This design comes from an exercise in tuning for a short achievable clock period and few clock cycles on the open sky130 flow, not from production work.
In this exercise RTL edits were held to simulation tests only and were not proved equivalent to the original.
No activity file was given, so power comes from the tool's default toggle rates.

===== flow/design.v =====
module control (
    op,func,rt,
    RegDst,ALUsrc,MemtoReg,RegWr,MemWr,Extop,ExtopM,IsLink,IsByteW,IsByteB,
    ALUctr,Jumpctr,Branchctr,
    MemRead
);
input[5:0] op,func;
input[4:0] rt;
output reg RegDst,ALUsrc,MemtoReg,RegWr,MemWr,Extop,ExtopM,IsLink,IsByteW,IsByteB;
output reg MemRead;
output reg[3:0] ALUctr;
output reg[1:0] Jumpctr;
output reg[2:0] Branchctr;
always @(*) begin
    if(op==6'b000000)begin
        Branchctr=3'b000;
        Jumpctr=2'b00;
        ALUctr=4'b0000;
        RegDst=1;
        ALUsrc=0;
        MemtoReg=0;
        RegWr=1;
        MemWr=0;
        Extop=0;
        ExtopM=0;
        IsLink=0;
        IsByteW=0;
        IsByteB=0;
        MemRead=0;
        if(func==6'b100001)begin
            ALUctr=4'b0000;  
        end
        else if(func==6'b100011)begin
            ALUctr=4'b0001;  
        end
        else if(func==6'b101010)begin
            ALUctr=4'b0010;  
        end
        else if(func==6'b100100)begin
            ALUctr=4'b0011;  
        end
        else if(func==6'b100111)begin
            ALUctr=4'b0100;  
        end
        else if(func==6'b100101)begin
            ALUctr=4'b0101;  
        end
        else if(func==6'b100110)begin
            ALUctr=4'b0110;  
        end
        else if(func==6'b000000)begin
            ALUctr=4'b0111;  
        end
        else if(func==6'b000010)begin
            ALUctr=4'b1000;  
        end
        else if(func==6'b101011)begin
            ALUctr=4'b0010;  
        end
        else if(func==6'b001001)begin
            ALUctr=4'b1001;  
            Jumpctr=2'b10;
        end
        else if(func==6'b001000)begin
            ALUctr=4'b1010;  
            Jumpctr=2'b10;
        end
        else if(func==6'b000100)begin
            ALUctr=4'b1011;  
        end
        else if(func==6'b000011)begin
            ALUctr=4'b1100;  
        end
        else if(func==6'b000111)begin
            ALUctr=4'b1101;  
        end
        else if(func==6'b000110)begin
            ALUctr=4'b1110;  
        end
    end
    else begin
        Branchctr=3'b000;
        Jumpctr=2'b00;
        ALUctr=4'b0000;
        RegDst=0;
        ALUsrc=1;
        MemtoReg=0;
        RegWr=1;
        MemWr=0;
        Extop=0;
        ExtopM=0;
        IsLink=0;
        IsByteW=0;
        IsByteB=0;
        MemRead=0;
        if(op==6'b001001)begin
            ALUctr=4'b0000;
            Extop=1;
        end
        else if(op==6'b000100)begin
            ALUctr=4'b0001;
            Branchctr=3'b001;
            Extop=1;
            ALUsrc=0;
            RegWr=0;
        end
        else if(op==6'b000101)begin
            ALUctr=4'b0001;
            Branchctr=3'b010;
            Extop=1;
            ALUsrc=0;
            RegWr=0;
        end
        else if(op==6'b100011)begin
            ALUctr=4'b0000;
            Extop=1;
            MemtoReg=1;
            MemRead=1;
        end
        else if(op==6'b101011)begin
            ALUctr=4'b0000;
            Extop=1;
            RegWr=0;
            MemWr=1;
        end
        else if(op==6'b001111)begin
            ALUctr=4'b1111;
        end
        else if(op==6'b001010)begin
            ALUctr=4'b0010;
            Extop=1;
        end
        else if(op==6'b001011)begin
            ALUctr=4'b0010;
            Extop=1;
        end
        else if(op==6'b000001)begin
            if(rt==5'b00001)begin
                ALUctr=4'b0001;
                Branchctr=3'b011;
                Extop=1;
                ALUsrc=0;
                RegWr=0;
            end
            else if(rt==5'b00000)begin
                ALUctr=4'b0001;
                Branchctr=3'b100;
                Extop=1;
                ALUsrc=0;
                RegWr=0;          
            end
        end
        else if(op==6'b000111)begin
            ALUctr=4'b0001;
            Branchctr=3'b101;
            Extop=1;
            ALUsrc=0;
            RegWr=0;
        end
        else if(op==6'b000110)begin
            ALUctr=4'b0001;
            Branchctr=3'b110;
            Extop=1;
            ALUsrc=0;
            RegWr=0;
        end
        else if(op==6'b100000)begin
            ALUctr=4'b0000;
            Extop=1;
            ExtopM=1;
            MemtoReg=1;
            IsByteW=1;
            MemRead=1;
        end
        else if(op==6'b100100)begin
            ALUctr=4'b0000;
            Extop=1;
            MemtoReg=1;
            IsByteW=1;
            MemRead=1;
        end
        else if(op==6'b101000)begin
            ALUctr=4'b0000;
            Extop=1;
            RegWr=0;
            MemWr=1;
            IsByteB=1;
            MemtoReg=1;
        end
        else if(op==6'b001100)begin
            ALUctr=4'b0011;
        end
        else if(op==6'b001101)begin
            ALUctr=4'b0101;
        end
        else if(op==6'b001110)begin
            ALUctr=4'b0110;
        end
        else if(op==6'b000010)begin
            Jumpctr=2'b01;
            RegWr=0;
        end
        else if(op==6'b000011)begin
            Jumpctr=2'b01;
            RegWr=0;
            IsLink=1;
        end
    end
end
endmodule
module addr2dm (
    in_addr,addr
);
input[31:0] in_addr;
output[11:2] addr;
assign addr=in_addr[11:2];
endmodule
module alu (
    ALUctr,in1,in2,shf,out_pc,Zero,Sign,Result,RegtoJump
);
input[3:0] ALUctr;
input[31:0] in1,in2;
input[4:0] shf;
input[31:0] out_pc;
output reg Zero,Sign;
output reg[31:0] Result,RegtoJump;
always @(*) begin
    Zero=0;
    Sign=0;
    Result=0;
    RegtoJump=0;
    case(ALUctr)
        4'b0000:begin
            Result=in1+in2;
            Zero=0;
            Sign=0;
        end
        4'b0001:begin
            Result=in1-in2;
            if(Result==0)begin
                Zero=1;
            end
            else begin
                Zero=0;
                if($signed(Result)<0)begin
                    Sign=0;
                end
                else begin
                    Sign=1;
                end
            end
        end
        4'b0010:begin
            if(in1<in2)begin
                Result=1;
            end
            else begin
                Result=0;
            end
        end
        4'b0011:begin
            Result=in1 & in2;
        end
        4'b0100:begin
            Result=~(in1 | in2);
        end
        4'b0101:begin
            Result=in1 | in2;
        end
        4'b0110:begin
            Result=in1 ^ in2;
        end
        4'b0111:begin
            Result=in2 << shf;
        end
        4'b1000:begin
            Result=in2 >> shf;
        end
        4'b1001:begin
            RegtoJump=in1;
            Result=out_pc+4;
        end
        4'b1010:begin
            RegtoJump=in1;
            Result=0;
        end
        4'b1011:begin
            Result=in2 << in1;
        end
        4'b1100:begin
            Result=$signed(in2) >>> shf;
        end
        4'b1101:begin
            Result=$signed(in2) >>> in1;
        end
        4'b1110:begin
            Result=in2 >> in1;
        end
        4'b1111:begin
            Result={in2,16'd0};
        end
    endcase
end
endmodule
module alu_in1_mux (
    busA,Result,mem_result,ALUSrcA,
    in1
);
input[31:0] busA,Result,mem_result;
input[1:0] ALUSrcA;
output reg[31:0] in1;
always @(*) begin
    in1=busA;
    if(ALUSrcA==2'b00)begin
        in1=busA;
    end
    else if(ALUSrcA==2'b01)begin
        in1=Result;
    end
    else if(ALUSrcA==2'b10)begin
        in1=mem_result;
    end
end
endmodule
module alu_in2_mux (
    busB,Result,mem_result,imm32,ALUSrcB,
    in2
);
input[31:0] busB,Result,mem_result,imm32;
input[1:0] ALUSrcB;
output reg[31:0] in2;
always @(*) begin
    in2=busB;
    if(ALUSrcB==2'b00)begin
        in2=busB;
    end
    else if(ALUSrcB==2'b01)begin
        in2=Result;
    end
    else if(ALUSrcB==2'b10)begin
        in2=mem_result;
    end
    else if(ALUSrcB==2'b11)begin
        in2=imm32;
    end
end
endmodule
module branch_fc (
    Branchctr,Zero,Sign,
    Branch_fc
);
input[2:0] Branchctr;
input Zero,Sign;
output reg Branch_fc;
always @(*) begin
    Branch_fc=0;
    if(Branchctr==3'b001)begin
        if(Zero==1)begin
            Branch_fc=1;
        end
    end
    else if(Branchctr==3'b010)begin
        if(Zero!=1)begin
            Branch_fc=1;
        end
    end
    else if(Branchctr==3'b011)begin
        if(Zero==1 || Sign==1)begin
            Branch_fc=1;
        end
    end
    else if(Branchctr==3'b100)begin
        if(Zero!=1 && Sign==0)begin
            Branch_fc=1;
        end
    end
    else if(Branchctr==3'b101)begin
        if(Zero!=1 && Sign==1)begin
            Branch_fc=1;
        end
    end
    else if(Branchctr==3'b110)begin
        if(Zero==1 || Sign==0)begin
            Branch_fc=1;
        end
    end
end
endmodule
module dm_in_mux (
    busB,Result,mem_result,DMSrc,
    dm_write
);
input[31:0] busB,Result,mem_result;
input[1:0] DMSrc;
output reg[31:0] dm_write;
always @(*) begin
    dm_write=busB;
    if(DMSrc==2'b00)begin
        dm_write=busB;
    end
    else if(DMSrc==2'b01)begin
        dm_write=Result;
    end
    else if(DMSrc==2'b10)begin
        dm_write=mem_result;
    end
end
endmodule
module EX_MEMseg (
    clk,reset,pc_in,rt_in,rd_in,target_in,imm32_in,busB_in,
    Zero_in,Sign_in,Result_in,RegtoJump_in,
    RegDst_in,MemtoReg_in,RegWr_in,MemWr_in,ExtopM_in,IsLink_in,IsByteW_in,IsByteB_in,
    Jumpctr_in,Branchctr_in,
    pc_out,rt_out,rd_out,target_out,imm32_out,busB_out,
    Zero_out,Sign_out,Result_out,RegtoJump_out,
    RegDst_out,MemtoReg_out,RegWr_out,MemWr_out,ExtopM_out,IsLink_out,IsByteW_out,IsByteB_out,
    Jumpctr_out,Branchctr_out,
    Branch_fc,Jump_fc
);
input clk,reset,Zero_in,Sign_in;
input RegDst_in,MemtoReg_in,RegWr_in,MemWr_in,ExtopM_in,IsLink_in,IsByteW_in,IsByteB_in;
input[4:0] rt_in,rd_in;
input[31:0] pc_in,imm32_in,busB_in,Result_in,RegtoJump_in;
input[25:0] target_in;
input[1:0] Jumpctr_in;
input[2:0] Branchctr_in;
input Branch_fc,Jump_fc;
output reg Zero_out,Sign_out;
output reg RegDst_out,MemtoReg_out,RegWr_out,MemWr_out,ExtopM_out,IsLink_out,IsByteW_out,IsByteB_out;
output reg[4:0] rt_out,rd_out;
output reg[25:0] target_out;
output reg[31:0] pc_out,imm32_out,busB_out,Result_out,RegtoJump_out;
output reg[1:0] Jumpctr_out;
output reg[2:0] Branchctr_out;
always @(negedge clk) begin
    pc_out<=pc_in;
    rt_out<=rt_in;
    rd_out<=rd_in;
    target_out<=target_in;
    imm32_out<=imm32_in;
    busB_out<=busB_in;
    Zero_out<=Zero_in;
    Sign_out<=Sign_in;
    Result_out<=Result_in;
    RegtoJump_out<=RegtoJump_in;
    RegDst_out<=RegDst_in;
    MemtoReg_out<=MemtoReg_in;
    RegWr_out<=RegWr_in;
    MemWr_out<=MemWr_in;
    ExtopM_out<=ExtopM_in;
    IsLink_out<=IsLink_in;
    IsByteW_out<=IsByteW_in;
    IsByteB_out<=IsByteB_in;
    Jumpctr_out<=Jumpctr_in;
    Branchctr_out<=Branchctr_in;
    if(reset || Branch_fc || Jump_fc)begin
        pc_out<=0;
        rt_out<=0;
        rd_out<=0;
        target_out<=0;
        imm32_out<=0;
        busB_out<=0;
        Zero_out<=0;
        Sign_out<=0;
        Result_out<=0;
        RegtoJump_out<=0;
        RegDst_out<=0;
        MemtoReg_out<=0;
        RegWr_out<=0;
        MemWr_out<=0;
        ExtopM_out<=0;
        IsLink_out<=0;
        IsByteW_out<=0;
        IsByteB_out<=0;
        Jumpctr_out<=0;
        Branchctr_out<=0;
    end
end
endmodule
module extend (
    imm16,imm32,Extop
);
input[15:0] imm16;
input Extop;
output[31:0] imm32;
reg[31:0] temp;
always @(*) begin
    if(Extop==0)
        temp={16'b0,imm16[15:0]};                
    else
        temp={{16{imm16[15]}},imm16[15:0]};      
end
assign imm32=temp;
endmodule
module forward_detect (
    Ex_Mem_RegWr,
    Ex_Mem_rt,Ex_Mem_rd,Ex_Mem_RegDst,
    Mem_Wr_RegWr,
    Mem_Wr_rt,Mem_Wr_rd,Mem_Wr_RegDst,
    ID_Ex_rs,ID_Ex_rt,
    ALUSrc,
    ALUSrcA,ALUSrcB,DMSrc
);
input Ex_Mem_RegWr,Mem_Wr_RegWr;
input Ex_Mem_RegDst,Mem_Wr_RegDst;
input ALUSrc;
input[4:0] Ex_Mem_rt,Ex_Mem_rd,Mem_Wr_rt,Mem_Wr_rd;
input[4:0] ID_Ex_rs,ID_Ex_rt;
output reg[1:0] ALUSrcA,ALUSrcB,DMSrc;
reg[4:0] Ex_Mem_regRd,Mem_Wr_regRd;
always @(*) begin
    if(Ex_Mem_RegDst)begin
        Ex_Mem_regRd=Ex_Mem_rd;
    end
    else begin
        Ex_Mem_regRd=Ex_Mem_rt;
    end
    if(Mem_Wr_RegDst)begin
        Mem_Wr_regRd=Mem_Wr_rd;
    end
    else begin
        Mem_Wr_regRd=Mem_Wr_rt;
    end
    if(Ex_Mem_RegWr && Ex_Mem_regRd!=0 && Ex_Mem_regRd==ID_Ex_rs)begin
        ALUSrcA=2'b01;
    end
    else if(Mem_Wr_RegWr && Mem_Wr_regRd!=0 && (Ex_Mem_RegWr==0 || Ex_Mem_regRd!=ID_Ex_rs) && Mem_Wr_regRd==ID_Ex_rs)begin
        ALUSrcA=2'b10;
    end
    else begin
        ALUSrcA=2'b00;
    end
    if(ALUSrc==1)begin
        ALUSrcB=2'b11;
        if(Ex_Mem_RegWr && Ex_Mem_regRd!=0 && Ex_Mem_regRd==ID_Ex_rt)begin
            DMSrc=2'b01;
        end
        else if(Mem_Wr_RegWr && Mem_Wr_regRd!=0 && (Ex_Mem_RegWr==0 || Ex_Mem_regRd!=ID_Ex_rt) && Mem_Wr_regRd==ID_Ex_rt)begin
            DMSrc=2'b10;
        end
        else begin
            DMSrc=2'b00;
        end
    end
    else begin
        if(Ex_Mem_RegWr && Ex_Mem_regRd!=0 && Ex_Mem_regRd==ID_Ex_rt)begin
            ALUSrcB=2'b01;
            DMSrc=2'b01;
        end
        else if(Mem_Wr_RegWr && Mem_Wr_regRd!=0 && (Ex_Mem_RegWr==0 || Ex_Mem_regRd!=ID_Ex_rt) && Mem_Wr_regRd==ID_Ex_rt)begin
            ALUSrcB=2'b10;
            DMSrc=2'b10;
        end
        else begin
            ALUSrcB=2'b00;
            DMSrc=2'b00;
        end
    end
end
endmodule
module ID_EXseg (
    clk,reset,pc_in,op_in,func_in,rt_in,rd_in,rs_in,shf_in,target_in,imm16_in,busA_in,busB_in,
    rt_out,rd_out,rs_out,pc_out,shf_out,target_out,imm16_out,busA_out,busB_out,
    RegDst,ALUsrc,MemtoReg,RegWr,MemWr,Extop,ExtopM,IsLink,IsByteW,IsByteB,
    ALUctr,Jumpctr,Branchctr,MemRead,
    Load_Use,Branch_fc,Jump_fc
);
input clk,reset;
input[31:0] pc_in;
input[5:0] op_in,func_in;
input[4:0] rt_in,rd_in,rs_in,shf_in;
input[25:0] target_in;
input[15:0] imm16_in;
input[31:0] busA_in,busB_in;
input Load_Use,Branch_fc,Jump_fc;
output reg[31:0] pc_out;
output reg[4:0] rt_out,rd_out,rs_out,shf_out;
output reg[25:0] target_out;
output reg[15:0] imm16_out;
output reg[31:0] busA_out,busB_out;
output reg RegDst,ALUsrc,MemtoReg,RegWr,MemWr,Extop,ExtopM,IsLink,IsByteW,IsByteB;
output reg MemRead;
output reg[3:0] ALUctr;
output reg[1:0] Jumpctr;
output reg[2:0] Branchctr;
wire RegDst_t,ALUsrc_t,MemtoReg_t,RegWr_t,MemWr_t,Extop_t,ExtopM_t,IsLink_t,IsByteW_t,IsByteB_t;
wire MemRead_t;
wire[3:0] ALUctr_t;
wire[1:0] Jumpctr_t;
wire[2:0] Branchctr_t;
control my_control(op_in,func_in,rt_in,RegDst_t,ALUsrc_t,MemtoReg_t,RegWr_t,MemWr_t,
    Extop_t,ExtopM_t,IsLink_t,IsByteW_t,IsByteB_t,ALUctr_t,Jumpctr_t,Branchctr_t,MemRead_t);
always @(negedge clk) begin
    pc_out<=pc_in;
    rt_out<=rt_in;
    rd_out<=rd_in;
    rs_out<=rs_in;
    shf_out<=shf_in;
    target_out<=target_in;
    imm16_out<=imm16_in;
    busA_out<=busA_in;
    busB_out<=busB_in;
    RegDst<=RegDst_t;
    ALUsrc<=ALUsrc_t;
    MemtoReg<=MemtoReg_t;
    RegWr<=RegWr_t;
    MemWr<=MemWr_t;
    Extop<=Extop_t;
    ExtopM<=ExtopM_t;
    IsLink<=IsLink_t;
    IsByteW<=IsByteW_t;
    IsByteB<=IsByteB_t;
    ALUctr<=ALUctr_t;
    Jumpctr<=Jumpctr_t;
    Branchctr<=Branchctr_t;
    MemRead<=MemRead_t;
    if(reset || Load_Use || Branch_fc || Jump_fc)begin
        pc_out<=0;
        rt_out<=0;
        rd_out<=0;
        rs_out<=0;
        shf_out<=0;
        target_out<=0;
        imm16_out<=0;
        busA_out<=0;
        busB_out<=0;
        RegDst<=0;
        ALUsrc<=0;
        MemtoReg<=0;
        RegWr<=0;
        MemWr<=0;
        Extop<=0;
        ExtopM<=0;
        IsLink<=0;
        IsByteW<=0;
        IsByteB<=0;
        ALUctr<=0;
        Jumpctr<=0;
        Branchctr<=0;
        MemRead<=0;
    end
end
endmodule
module IF_IDseg (
    clk,reset,pc_in,ins,
    pc_out,op,rs,rt,rd,shf,func,imm16,target,
    Load_Use
);
input clk,reset;
input[31:0] pc_in,ins;
input Load_Use;
output reg[31:0] pc_out;
output reg[5:0] op;
output reg[4:0] rs,rt,rd;
output reg[4:0] shf;
output reg[5:0] func;
output reg[15:0] imm16;
output reg[25:0] target;
always @(negedge clk) begin
    if(reset)begin
        pc_out<=0;
        op<=0;
        rs<=0;
        rt<=0;
        rd<=0;
        shf<=0;
        func<=0;
        imm16<=0;
        target<=0;
    end
    else if(Load_Use!=1)begin
        pc_out<=pc_in;
        op<=ins[31:26];
        rs<=ins[25:21];
        rt<=ins[20:16];
        rd<=ins[15:11];
        shf<=ins[10:6];
        func<=ins[5:0];
        imm16<=ins[15:0];
        target<=ins[25:0];
    end
end
endmodule
module jump_fc (
    Jumpctr,
    Jump_fc
);
input[1:0] Jumpctr;
output reg Jump_fc;
always @(*) begin
    if(Jumpctr==2'b00)begin
        Jump_fc=0;
    end
    else begin
        Jump_fc=1;
    end
end
endmodule
module loaduse_detect (
    ID_Ex_MemRead,ID_Ex_rt,IF_ID_rs,IF_ID_rt,Branch_fc,Jump_fc,
    Load_Use
);
input ID_Ex_MemRead;
input Branch_fc,Jump_fc;
input[4:0] ID_Ex_rt,IF_ID_rs,IF_ID_rt;
output reg Load_Use;
always @(*) begin
    if(ID_Ex_MemRead && (ID_Ex_rt==IF_ID_rs || ID_Ex_rt==IF_ID_rt) && Branch_fc==0 && Jump_fc==0)begin
        Load_Use<=1;
    end
    else begin
        Load_Use<=0;
    end 
end
endmodule
module MEM_WRseg (
    clk,reset,pc_in,Result_in,rt_in,rd_in,
    RegDst_in,MemtoReg_in,RegWr_in,ExtopM_in,IsLink_in,IsByteW_in,
    dm_read_in,
    pc_out,Result_out,rt_out,rd_out,
    RegDst_out,MemtoReg_out,RegWr_out,ExtopM_out,IsLink_out,IsByteW_out,
    dm_read_out
);
input clk,reset;
input RegDst_in,MemtoReg_in,RegWr_in,ExtopM_in,IsLink_in,IsByteW_in;
input[4:0] rt_in,rd_in;
input[31:0] pc_in,Result_in;
input[31:0] dm_read_in;
output reg RegDst_out,MemtoReg_out,RegWr_out,ExtopM_out,IsLink_out,IsByteW_out;
output reg[4:0] rt_out,rd_out;
output reg[31:0] pc_out,Result_out;
output reg[31:0] dm_read_out;
always @(negedge clk) begin
    pc_out<=pc_in;
    rt_out<=rt_in;
    rd_out<=rd_in;
    Result_out<=Result_in;
    RegDst_out<=RegDst_in;
    MemtoReg_out<=MemtoReg_in;
    RegWr_out<=RegWr_in;
    ExtopM_out<=ExtopM_in;
    IsLink_out<=IsLink_in;
    IsByteW_out<=IsByteW_in;
    dm_read_out<= dm_read_in;
    if(reset)begin
        pc_out<=0;
        rt_out<=0;
        rd_out<=0;
        Result_out<=0;
        RegDst_out<=0;
        MemtoReg_out<=0;
        RegWr_out<=0;
        ExtopM_out<=0;
        IsLink_out<=0;
        IsByteW_out<=0;
        dm_read_out<=0;
    end
end
endmodule
module mux_memtoreg (
    ALU_out,datamem_out,MemtoReg,memtoreg_out
);
input[31:0] ALU_out;
input[31:0] datamem_out;
input MemtoReg;
output reg[31:0] memtoreg_out;
always @(*) begin
    if(MemtoReg==1)
        memtoreg_out<=datamem_out;
    else
        memtoreg_out<=ALU_out;
end
endmodule
module mux_alusrc (
    regs_busB,ext_imm32,ALUsrc,ALU_Bin
);
input[31:0] regs_busB;
input[31:0] ext_imm32;
input ALUsrc;
output reg[31:0] ALU_Bin;
always @(*) begin
    if(ALUsrc==1)
        ALU_Bin<=ext_imm32;
    else
        ALU_Bin<=regs_busB;
end
endmodule
module npc (
    pc_add,out_pc,imm32,target,RegtoJump,Jumpctr,Branchctr,Zero,Sign,in_pc
);
input[31:0] pc_add,out_pc;
input[31:0] imm32;
input[25:0] target;
input[31:0] RegtoJump;
input[1:0] Jumpctr;
input[2:0] Branchctr;
input Zero,Sign;
output reg[31:0] in_pc;
always @(*) begin
    in_pc<=pc_add+4;
    if(Jumpctr!=0)begin
        if(Jumpctr==2'b01)begin
            in_pc<=32'h00003000+(target<<2);
        end
        else if(Jumpctr==2'b10)begin
            in_pc<=32'h00003000+RegtoJump;
        end
    end
    else if(Branchctr!=0)begin
        if(Branchctr==3'b001)begin
            if(Zero==1)begin
                in_pc<=out_pc+(imm32<<2);
            end
        end
        else if(Branchctr==3'b010)begin
            if(Zero!=1)begin
                in_pc<=out_pc+(imm32<<2);
            end
        end
        else if(Branchctr==3'b011)begin
            if(Zero==1 || Sign==1)begin
                in_pc<=out_pc+(imm32<<2);
            end
        end
        else if(Branchctr==3'b100)begin
            if(Zero!=1 && Sign==0)begin
                in_pc<=out_pc+(imm32<<2);
            end
        end
        else if(Branchctr==3'b101)begin
            if(Zero!=1 && Sign==1)begin
                in_pc<=out_pc+(imm32<<2);
            end
        end
        else if(Branchctr==3'b110)begin
            if(Zero==1 || Sign==0)begin
                in_pc<=out_pc+(imm32<<2);
            end
        end
    end
end
endmodule
module pc (
    in_pc,clk,reset,out_pc,
    Load_Use
);
input[31:0] in_pc;
input clk,reset;
input Load_Use;
output reg[31:0] out_pc;
always @(posedge clk) begin
    if(reset)
        out_pc<=32'h00003000;    
    else if(Load_Use!=1)begin
        out_pc<=in_pc;
    end
end
endmodule
module pc2addr (
    out_pc,addr
);
input[31:0] out_pc;
output[11:2] addr;
wire[31:0] temp_pc;
assign temp_pc=out_pc-32'h00003000;
assign addr=temp_pc[11:2];
endmodule
module registers (
    clk,rs,rt,w_rt,w_rd,
    RegDst,RegWr,IsLink,out_pc,IsByteW,ExtopM,
    busA,busB,busW
);
input clk,RegDst,RegWr,IsLink,IsByteW,ExtopM;
input[4:0] rs,rt,w_rt,w_rd;
input[31:0] out_pc;
input[31:0] busW;
output reg[31:0] busA,busB;
reg[31:0] regs[0:31];
always @(posedge clk) begin
    if(RegWr)begin
        if(IsLink)begin
            regs[31]<=out_pc+4;
        end
        if(RegDst)begin
            if(IsByteW)begin
                if(ExtopM)begin
                    regs[w_rd]<={{24{busW[7]}},busW[7:0]};
                end
                else begin
                    regs[w_rd]<={24'b0,busW[7:0]};
                end
            end
            else begin
                regs[w_rd]<=busW;
            end
        end
        else begin
            if(IsByteW)begin
                if(ExtopM)begin
                    regs[w_rt]<={{24{busW[7]}},busW[7:0]};
                end
                else begin
                    regs[w_rt]<={24'b0,busW[7:0]};
                end
            end
            else begin
                regs[w_rt]<=busW;
            end
        end
    end
end
always @(*) begin
    busA<=(rs==0)?32'b0:regs[rs];
    busB<=(rt==0)?32'b0:regs[rt];
end
endmodule
module sb (
    dm_addr,busB,dm_read,dm_write,
    IsByteB
);
input IsByteB;
input[31:0] dm_addr;
input[31:0] busB,dm_read;
output reg[31:0] dm_write;
reg[1:0] j;
always @(*) begin
    j=dm_addr[1:0];
    if(IsByteB)begin
        if(j==0)begin
            dm_write<={dm_read[31:8],busB[7:0]};
        end
        else if(j==1)begin
            dm_write<={dm_read[31:16],busB[7:0],dm_read[7:0]};
        end
        else if(j==2)begin
            dm_write<={dm_read[31:24],busB[7:0],dm_read[15:0]};
        end
        else begin
            dm_write<={busB[7:0],dm_read[23:0]};
        end
    end
    else begin
        dm_write<=busB;
    end
end
endmodule
module mips (
    clk,reset,
    imem_addr,imem_rdata,
    dmem_addr,dmem_wdata,dmem_we,dmem_rdata
);
input clk,reset;
output[11:2] imem_addr;
input[31:0] imem_rdata;
output[11:2] dmem_addr;
output[31:0] dmem_wdata;
output dmem_we;
input[31:0] dmem_rdata;
wire[31:0] in_pc,out_pc,out_pc1,out_pc2,out_pc3,out_pc4;
wire[11:2] im_addr;
wire[31:0] ins;
wire[5:0] op,op1;
wire[4:0] rs,rt,rd,rt1,rd1,rs1,rt2,rd2,rt3,rd3;
wire[4:0] shf,shf1;
wire[5:0] func;
wire[15:0] imm16,imm161;
wire[25:0] target,target1,target2;
wire[31:0] imm32,imm321;
wire RegDst,ALUsrc,MemtoReg,RegWr,MemWr,Extop,ExtopM,IsLink,IsByteW,IsByteB,MemRead;
wire RegDst1,MemtoReg1,RegWr1,MemWr1,Extop1,ExtopM1,IsLink1,IsByteW1,IsByteB1;
wire RegDst2,MemtoReg2,RegWr2,ExtopM2,IsLink2,IsByteW2;
wire[3:0] ALUctr;
wire[1:0] Jumpctr,Jumpctr1;
wire[2:0] Branchctr,Branchctr1;
wire[31:0] busA,busB,busW,busA1,busB1,busB2,busB_t;
wire[31:0] Result,RegtoJump,Result1,RegtoJump1,Result2;
wire[31:0] in1,in2;
wire Zero,Sign,Zero1,Sign1;
wire[11:2] dm_addr;
wire[31:0] dm_dout,dm_wr,dm_dout1,dm_wrpre;
wire[1:0] ALUSrcA,ALUSrcB,DMSrc;
wire Load_Use,Branch_fc,Jump_fc;
pc my_pc(in_pc,clk,reset,out_pc,Load_Use);
pc2addr my_pc2addr(out_pc,im_addr);
assign imem_addr=im_addr;
assign ins=imem_rdata;
IF_IDseg my_IF_IDseg(clk,reset,out_pc,ins,out_pc1,op,rs,rt,rd,shf,func,imm16,target,
    Load_Use);
registers my_registers(clk,rs,rt,rt3,rd3,RegDst2,RegWr2,IsLink2,out_pc4,IsByteW2,ExtopM2,busA,busB,busW);
ID_EXseg my_ID_EXseg(clk,reset,out_pc1,op,func,rt,rd,rs,shf,target,imm16,busA,busB,
    rt1,rd1,rs1,out_pc2,shf1,target1,imm161,busA1,busB1,
    RegDst,ALUsrc,MemtoReg,RegWr,MemWr,Extop,ExtopM,IsLink,IsByteW,IsByteB,
    ALUctr,Jumpctr,Branchctr,MemRead,
    Load_Use,Branch_fc,Jump_fc
    );
extend my_extend(imm161,imm32,Extop);
alu_in1_mux my_alu_in1_mux(busA1,Result1,busW,ALUSrcA,
    in1);
alu_in2_mux my_alu_in2_mux(busB1,Result1,busW,imm32,ALUSrcB,
    in2);
alu my_alu(ALUctr,in1,in2,shf1,out_pc2,Zero,Sign,Result,RegtoJump);
dm_in_mux my_dm_in_mux(busB1,Result1,busW,DMSrc,busB_t);
loaduse_detect my_loaduse_detect(MemRead,rt1,rs,rt,Branch_fc,Jump_fc,Load_Use);
EX_MEMseg my_EX_MEMseg(clk,reset,out_pc2,rt1,rd1,target1,imm32,busB_t,
    Zero,Sign,Result,RegtoJump,
    RegDst,MemtoReg,RegWr,MemWr,ExtopM,IsLink,IsByteW,IsByteB,
    Jumpctr,Branchctr,
    out_pc3,rt2,rd2,target2,imm321,busB2,
    Zero1,Sign1,Result1,RegtoJump1,
    RegDst1,MemtoReg1,RegWr1,MemWr1,ExtopM1,IsLink1,IsByteW1,IsByteB1,
    Jumpctr1,Branchctr1,
    Branch_fc,Jump_fc);
npc my_npc(out_pc,out_pc3,imm321,target2,RegtoJump1,Jumpctr1,Branchctr1,Zero1,Sign1,in_pc);
addr2dm my_addr2dm(Result1,dm_addr);
assign dmem_addr=dm_addr;
assign dmem_wdata=dm_wr;
assign dmem_we=MemWr1;
assign dm_dout=dmem_rdata;
sb my_sb(Result1,busB2,dm_dout,dm_wr,IsByteB1);
forward_detect my_forward_detect(RegWr1,
    rt2,rd2,RegDst1,
    RegWr2,
    rt3,rd3,RegDst2,
    rs1,rt1,
    ALUsrc,
    ALUSrcA,ALUSrcB,DMSrc);
branch_fc my_branch_fc(Branchctr1,Zero1,Sign1,Branch_fc);
jump_fc my_jump_fc(Jumpctr1,Jump_fc);
MEM_WRseg my_MEM_WRseg(clk,reset,out_pc3,Result1,rt2,rd2,
    RegDst1,MemtoReg1,RegWr1,ExtopM1,IsLink1,IsByteW1,
    dm_dout,
    out_pc4,Result2,rt3,rd3,
    RegDst2,MemtoReg2,RegWr2,ExtopM2,IsLink2,IsByteW2,
    dm_dout1);
mux_memtoreg my_mux_memtoreg(Result2,dm_dout1,MemtoReg2,busW);
endmodule 

===== flow/config.mk =====
export PLATFORM = sky130hd
export DESIGN_NAME = mips
export DESIGN_NICKNAME = mips
export VERILOG_FILES = /design/flow/design.v
export SDC_FILE = /design/flow/constraint.sdc
export NUM_CORES = 4
export LEC_CHECK = 0
export CAP_MARGIN = 20
export CORE_MARGIN = 2
export CORE_UTILIZATION = 40
export SLEW_MARGIN = 20

===== flow/constraint.sdc =====
create_clock -name core_clock -period 12.5 [get_ports {clk}]
set_input_delay 2.5000 -clock core_clock [delete_from_list [all_inputs] [get_ports {clk}]]
set_output_delay 2.5000 -clock core_clock [all_outputs]
set_load 0.01 [all_outputs]

===== flow/run.sh =====
#!/bin/bash
# synth_recipe.tcl (not shown) runs the flow's synth.tcl, then flattens the netlist and writes it again
# the make line also repeats each setting of config.mk as NAME=value (left out here)
make -C /OpenROAD-flow-scripts/flow DESIGN_CONFIG=/design/flow/config.mk WORK_HOME=/design/flow/orfs CLKGATE_MAP_FILE= SYNTH_SCRIPT=/design/flow/synth_recipe.tcl finish

==> metrics.md <==
| Metric | Value |
|---|---|
| Yosys cell types | roughly 120 |
| Post_cts resized | 0 |
| Routed length per instance | 33.5 um |
| Hold Crit Endpoint | my_EX_MEMseg.MemtoReg_out |
| Setup CP Type | flop to output port |
| Fin. Hold Viols | 0 |
| Syn nets | 6,729 |
| Starting Density | 40.3% |
| Leak | ~0.034 uW |
| GR Overflow Total | 0 |
| Outcome | no timing/DRC/antenna violations |
| CTS buffer count | ~170 |
| Storage element area | 41,200 um2 |
| Seq/Total Area, Yosys | 49.8% |
| Switch share | around 32% |
| Synth top area cells | edfxtp_1 (37%), mux4_2 (18%), dfxtp_1 (13%), mux2i_1 (3.9%), nor2_1 (2.3%) |
| FF-to-FF Start | my_EX_MEMseg.Zero_out |
| P per Cell Area | around 150 nW/um2 |
| Synth warn | 19 |
| Total wire length | between 300,000 and 400,000 um |
| Cell depth of the worst min-delay path | 1 |
| Worst-Margin Slew | ~1200 ps |
| Total die area | ~210,000 um2 |
| Worst EP arrival | 9460 ps |
| Global-route usage over all layers | a little under a third |
| # IOs | around 120 |
| Setup TNS | 0 ps |
| Final setup vio count | 0 |
| Yosys reg bits | between 1,500 and 2,000 |
| Worst-path clk slew | 40 ps |
| Count leader, synth | edfxtp_1 |
| Vias | ~63,000 |
| NumNets Final | ~7,300 |
| Crit-path max FO | 11 |
| Remaining antenna violation count | 0 |
| R2R setup slack | roughly 2200 ps |
| Synth cell count leaders | edfxtp_1 (1,024), mux4_2 (643), dfxtp_1 (520) |
| Rel. slew slack | 17.9% |
| Seq pwr share | 41.6% |
| Chip width | around 460 um |
| Later-pin clock latency in the skew report | roughly 850 ps |
| Max-cap violations | 0 |
| Num rows | approximately 170 |
| Avg Cell Area, Syn | 12.7 um2 |
| Area share of the largest cell type after synthesis | 37.2% |
| Area growth, synth to finish | 15.0% |
| Max-slew violation count | 0 |
| Psw | approximately 4500 uW |
| Hold Crit Class | flop to flop |
| EDFF count, synth | 1,024 |
| Worst endpoint required time | around 10,000 ps |
| Post-CTS Setup Bufs | 0 |
| CTS Buffer Depth | 3 |
| Mapped cell area | approximately 83,000 um2 |
| Worst clock skew | around 86 ps |
| Post-synth top area cell | edfxtp_1 |
| DR pass1 iterations | 9 |
| Core Area | 205,000 um2 |
| Combinational share of power | 17.4% |
| Int Pwr | between 9000 and 10,000 uW |
| Unrepaired setup endpoints after global routing | false |
| HPWL after DPL | approximately 230,000 um |
| Top_reg_cell synth | edfxtp_1 |
| DRT iter0 DRCs | roughly 8,600 |
| Post-CTS Hold Buffers | 0 |
| Worst r2r dst | my_pc.out_pc[3] |
| Fill cells | 18,300 |
| Area of the multi-input gates | roughly 39,000 um2 |
| Peak supply drop | between 0.0001 and 0.00015 V |
| Worst hold margin | roughly 400 ps |
| CTS sink count | ~1,500 |
| R2R depth | 10 |
| Async set-reset flop share out of synthesis | 0% |
| Vias in the first global route | between 60,000 and 70,000 |
| Clock Power Share | roughly two fifths |
| Post-DR vias/cell | 6.40 |
| First-pass GRT wire length | 463,000 um |
| Initial antenna violation count | 20 |
| H-Tree Depth | 4 |
| Final core occ | 46.4% |
| Die Y | about 460 um |
| CTS tree | yes |
| Cells after Synth | around 6,500 |
| DRC viols | 0 |
| HP Start | my_ID_EXseg.MemtoReg |
| Worst Setup End Kind | output port |
| Largest net degree at the start of global routing | about 180 |
| Number of port buffers | around 120 |
| Layout cells sized above 1 | ~19% |
| GPL Wtd Cong | between 1 and 1.5 |
| Clock Tree Root | clkbuf_16 |
| Worst Setup Start Kind | flop |
-- placed cells by master, fill, tap and decap left out, drive strengths merged, types with 202 or more instances in the layout --
cell type	count
clkbuf	202
inv	662
dfxtp	520
nor2	525
nand2	489
edfxtp	1024
mux4	643
buf	238
a21oi	315
mux2i	325
-- worst max-delay path, cell delays in order, from the launching register on --
cell and delay [ps]:
dfxtp_1 640, nor2b_1 800, mux2i_1 180, a21oi_1 220, clkdlybuf4s50_1 570
-- kinds of logic (layout without fill, tap and decap cells) --
family                     after synthesis  after routing  share of synthesized area [%]
other                                    0              9                              0
xor gates and xnor gates               215            215                           2.28
muxes                                 1031           1031                           22.4
DFF                                   1544           1544                           49.8
AOI/OAI and AO/OA                     1201           1201                           10.1
buffers and inverters                  627           1305                           3.15
adders and majority gates              136            136                           2.09
and+or+nand+nor                       1773           1773                           10.2
-- power by group through the flow --
stage / Clock (uW) / Combinational (uW) / Sequential, uW
after global routing: 6080 / 2500 / 5770
after detailed placement: 236 / 2330 / 5860
final: 5700 / 2430 / 5780
after CTS: 5760 / 2340 / 5770
after floorplan: 236 / 1450 / 5720
after global placement: 236 / 2330 / 5870
-- metrics by stage --
step	area, um2	setup slack, ps	power, uW	instances
2_1_floorplan	82600	2290	7410	6527
3_3_place_gp	87500	1280	8440	9090
3_5_place_dp	87600	1250	8430	9091
4_1_cts	95000	602	13900	9892
5_1_grt	95000	468	14400	9897
6_report	95000	544	13900	9902
-- metal layers --
layer	wire (um)	track usage [%]	vias to the layer above
met5	128	0	-
met4	23500	19.4	18
met3	33000	7.89	952
met2	151000	47.7	3814
met1	124000	38.8	32200
li1	-	-	26400
-- worst max-delay path by stage --
stage | cells after the start | slack [ps] | end | start
after floorplan | 5 | 2290 | dmem_wdata[16] | my_EX_MEMseg.Result_out[1]
after global placement | 6 | 1280 | my_ID_EXseg.ExtopM | reset
after detailed placement | 6 | 1250 | my_ID_EXseg.ExtopM | reset
after CTS | 4 | 600 | dmem_wdata[16] | my_EX_MEMseg.Result_out[1]
after global routing | 4 | 470 | dmem_wdata[21] | my_EX_MEMseg.Result_out[1]
final | 4 | 540 | dmem_wdata[19] | my_EX_MEMseg.Result_out[1]
-- state kept, by name (all words and copies together) (netlist names), 32 cells and up --
register and cells:
my_MEM_WRseg.dm_read_out 32, my_ID_EXseg.busB_out 32, my_IF_IDseg.pc_out 32, my_EX_MEMseg.Result_out 32, my_EX_MEMseg.RegtoJump_out 32, my_registers.regs 1024, my_ID_EXseg.busA_out 32, my_EX_MEMseg.pc_out 32
my_EX_MEMseg.busB_out 32, my_pc.out_pc 32, my_MEM_WRseg.pc_out 32, my_ID_EXseg.pc_out 32, my_MEM_WRseg.Result_out 32
-- final cells by class --
class                           count  area share [%]
Antenna cell                        9          0.0237
Clock buffer                      201            4.73
Clock inverter                    601            3.07
Inverter                          147           0.581
Multi-Input combinational cell   4356            41.5
Sequential cell                  1544            43.4
Tap cell                         2688            3.54
Timing Repair Buffer              356            3.19
Testbench counts, summed over its fixed seeds: cycles 51,913.
